This design comes from an exercise in tuning for small area, a short achievable clock period and few clock cycles per item on the open sky130 flow, not from production work.
Where RTL was checked, it was by simulation tests only, not by an equivalence proof against the original.

==> flow/design.v (excerpt) <==
module sha_256 #(parameter input_width = 24) (clk, rst, in_valid, in_ready, data_in, out_valid, digest);
Settings: LEC_CHECK=0, CAP_MARGIN=40, CORE_MARGIN=2, CORE_UTILIZATION=40, PLACE_DENSITY=0.55, SLEW_MARGIN=40; clock period 64.0 ns.
standard.sh (not shown) runs the stock make flow with config.mk's settings and CLKGATE_MAP_FILE= SYNTH_SCRIPT=/design/flow/synth_recipe.tcl, a recipe that flattens the netlist after the stock synthesis.
==> flow/flow/run.sh <==
#!/bin/bash
# The standard layout (standard synthesis unchanged), with the resizer's setup repair
# asked for a larger slack margin so that it works on the long round paths.
set -euo pipefail
bash standard.sh SETUP_SLACK_MARGIN=46 finish > standard_flow.log 2>&1
Then changed:
--- a/flow/design.v
+++ b/flow/design.v
@@ -74,30 +74,25 @@
 wire [31:0] k3 = ({32{jd0}} & 32'he9b5dba5) | ({32{jd1}} & 32'hab1c5ed5) | ({32{jd2}} & 32'h550c7dc3) | ({32{jd3}} & 32'hc19bf174) | ({32{jd4}} & 32'h240ca1cc) | ({32{jd5}} & 32'h76f988da) | ({32{jd6}} & 32'hbf597fc7) | ({32{jd7}} & 32'h14292967) | ({32{jd8}} & 32'h53380d13) | ({32{jd9}} & 32'h92722c85) | ({32{jd10}} & 32'hc76c51a3) | ({32{jd11}} & 32'h106aa070) | ({32{jd12}} & 32'h34b0bcb5) | ({32{jd13}} & 32'h682e6ff3) | ({32{jd14}} & 32'h8cc70208) | ({32{jd15}} & 32'h307b5f59);
 wire [31:0] a0 = first_q ? 32'h6a09e667 : a_q;
 wire [31:0] b0 = first_q ? 32'hbb67ae85 : b_q;
 wire [31:0] c0 = first_q ? 32'h3c6ef372 : c_q;
 wire [31:0] d0 = first_q ? 32'ha54ff53a : d_q;
 wire [31:0] e0 = first_q ? 32'h510e527f : e_q;
 wire [31:0] f0 = first_q ? 32'h9b05688c : f_q;
 wire [31:0] g0 = first_q ? 32'h1f83d9ab : g_q;
 wire [31:0] h0 = first_q ? 32'h5be0cd19 : h_q;
-wire [31:0] x0_s = h0 ^ w0_q ^ k0;
-wire [31:0] x0_m = (h0 & w0_q) | (k0 & (h0 | w0_q));
-wire [31:0] x0_c = {x0_m[30:0], 1'b0};
 wire [31:0] S1_0 = ({e0[5:0], e0[31:6]} ^ {e0[10:0], e0[31:11]} ^ {e0[24:0], e0[31:25]});
 wire [31:0] ch0 = (e0 & f0) | (~e0 & g0);
 wire [31:0] S0_0 = ({a0[1:0], a0[31:2]} ^ {a0[12:0], a0[31:13]} ^ {a0[21:0], a0[31:22]});
 wire [31:0] mj0 = (b0 & c0) | (a0 & (b0 | c0));
-wire [31:0] y0_s = S1_0 ^ ch0 ^ x0_s;
-wire [31:0] y0_m = (S1_0 & ch0) | (x0_s & (S1_0 | ch0));
-wire [31:0] y0_c = {y0_m[30:0], 1'b0};
-wire [31:0] t0_s = y0_s ^ y0_c ^ x0_c;
-wire [31:0] t0_m = (y0_s & y0_c) | (x0_c & (y0_s | y0_c));
+reg [31:0] x0_q;
+wire [31:0] t0_s = S1_0 ^ ch0 ^ x0_q;
+wire [31:0] t0_m = (S1_0 & ch0) | (x0_q & (S1_0 | ch0));
 wire [31:0] t0_c = {t0_m[30:0], 1'b0};
 wire [31:0] e0p_s = t0_s ^ t0_c ^ d0;
 wire [31:0] e0p_m = (t0_s & t0_c) | (d0 & (t0_s | t0_c));
 wire [31:0] e0p_c = {e0p_m[30:0], 1'b0};
 wire [31:0] e1;
 wire [31:0] ae0_p0 = e0p_s ^ e0p_c;
 wire [31:0] ae0_g0 = e0p_s & e0p_c;
 wire ae0_n1_g = ae0_g0[1] | (ae0_p0[1] & ae0_g0[0]);
 wire ae0_n2_g = ae0_g0[3] | (ae0_p0[3] & ae0_g0[2]);
@@ -1642,18 +1637,25 @@
 wire [31:0] d_nx = a1 + (last ? 32'ha54ff53a : 32'h0);
 always @(posedge clk) d_q <= d_nx;
 always @(posedge clk) e_q <= e4;
 wire [31:0] f_nx = e3 + (last ? 32'h9b05688c : 32'h0);
 always @(posedge clk) f_q <= f_nx;
 wire [31:0] g_nx = e2 + (last ? 32'h1f83d9ab : 32'h0);
 always @(posedge clk) g_q <= g_nx;
 wire [31:0] h_nx = e1 + (last ? 32'h5be0cd19 : 32'h0);
 always @(posedge clk) h_q <= h_nx;
+wire [31:0] k0n = ({32{jd0}} & 32'h3956c25b) | ({32{jd1}} & 32'hd807aa98) | ({32{jd2}} & 32'h72be5d74) | ({32{jd3}} & 32'he49b69c1) | ({32{jd4}} & 32'h2de92c6f) | ({32{jd5}} & 32'h983e5152) | ({32{jd6}} & 32'hc6e00bf3) | ({32{jd7}} & 32'h27b70a85) | ({32{jd8}} & 32'h650a7354) | ({32{jd9}} & 32'ha2bfe8a1) | ({32{jd10}} & 32'hd192e819) | ({32{jd11}} & 32'h19a4c116) | ({32{jd12}} & 32'h391c0cb3) | ({32{jd13}} & 32'h748f82ee) | ({32{jd14}} & 32'h90befffa) | ({32{jd15}} & 32'h428a2f98);
+wire [31:0] h0n = last ? 32'h5be0cd19 : e1;
+wire [31:0] x0n_s = h0n ^ w4_q ^ k0n;
+wire [31:0] x0n_m = (h0n & w4_q) | (k0n & (h0n | w4_q));
+wire [31:0] x0n_c = {x0n_m[30:0], 1'b0};
+wire [31:0] x0_nx = x0n_s + x0n_c;
+always @(posedge clk) x0_q <= x0_nx;
 wire [31:0] sg1_0 = ({w14_q[16:0], w14_q[31:17]} ^ {w14_q[18:0], w14_q[31:19]} ^ (w14_q >> 10));
 wire [31:0] sg0_0 = ({w1_q[6:0], w1_q[31:7]} ^ {w1_q[17:0], w1_q[31:18]} ^ (w1_q >> 3));
 wire [31:0] q0_s = w0_q ^ w9_q ^ sg0_0;
 wire [31:0] q0_m = (w0_q & w9_q) | (sg0_0 & (w0_q | w9_q));
 wire [31:0] q0_c = {q0_m[30:0], 1'b0};
 wire [31:0] r0_s = q0_s ^ q0_c ^ sg1_0;
 wire [31:0] r0_m = (q0_s & q0_c) | (sg1_0 & (q0_s | q0_c));
 wire [31:0] r0_c = {r0_m[30:0], 1'b0};
 wire [31:0] cw0 = r0_s + r0_c;
Effect: Sequential cell count goes up by 32. Die area barely changes. Hold slack gets better by 40 ps. Final area came out lower by 0.30%. Synthesized cell count climbs by 0.66%. Count of clock-buffer cells in the layout climbs by 18. Non-clock buffer count goes down by 3. Synthesized area is about the same. Register-to-register slack improved by 230 ps. Via count hardly moves. First-iteration DRC count rose by 8.1%.
No functional check of the RTL was part of the first run of this note.

==> afterwards: timing with drivers on the ports <==
No port has a modelled driver above. Below, the same layouts with a new extraction and two added sets of constraints.
Step 1 assumes that a clkbuf_16 drives the clock port and a buf_2 every other input.
Step 2 moves the port delays by t, midway between the first and last clock arrival at a register: inputs arrive t later, outputs are due t later. That takes back most of the time a late clock gives input paths.
Three values: no drivers, after step 1, after step 2; two values: the first two.
run	shift t [ns]	setup slack, ns	worst setup path at the end	worst data-port slew with drivers (ns)
the first run	0.901	44.788 / 44.788 / 44.788	register to register	0.08
the second run	0.918	45.016 / 45.016 / 45.016	register to register	0.05
After both steps every run listed still meets setup and hold.
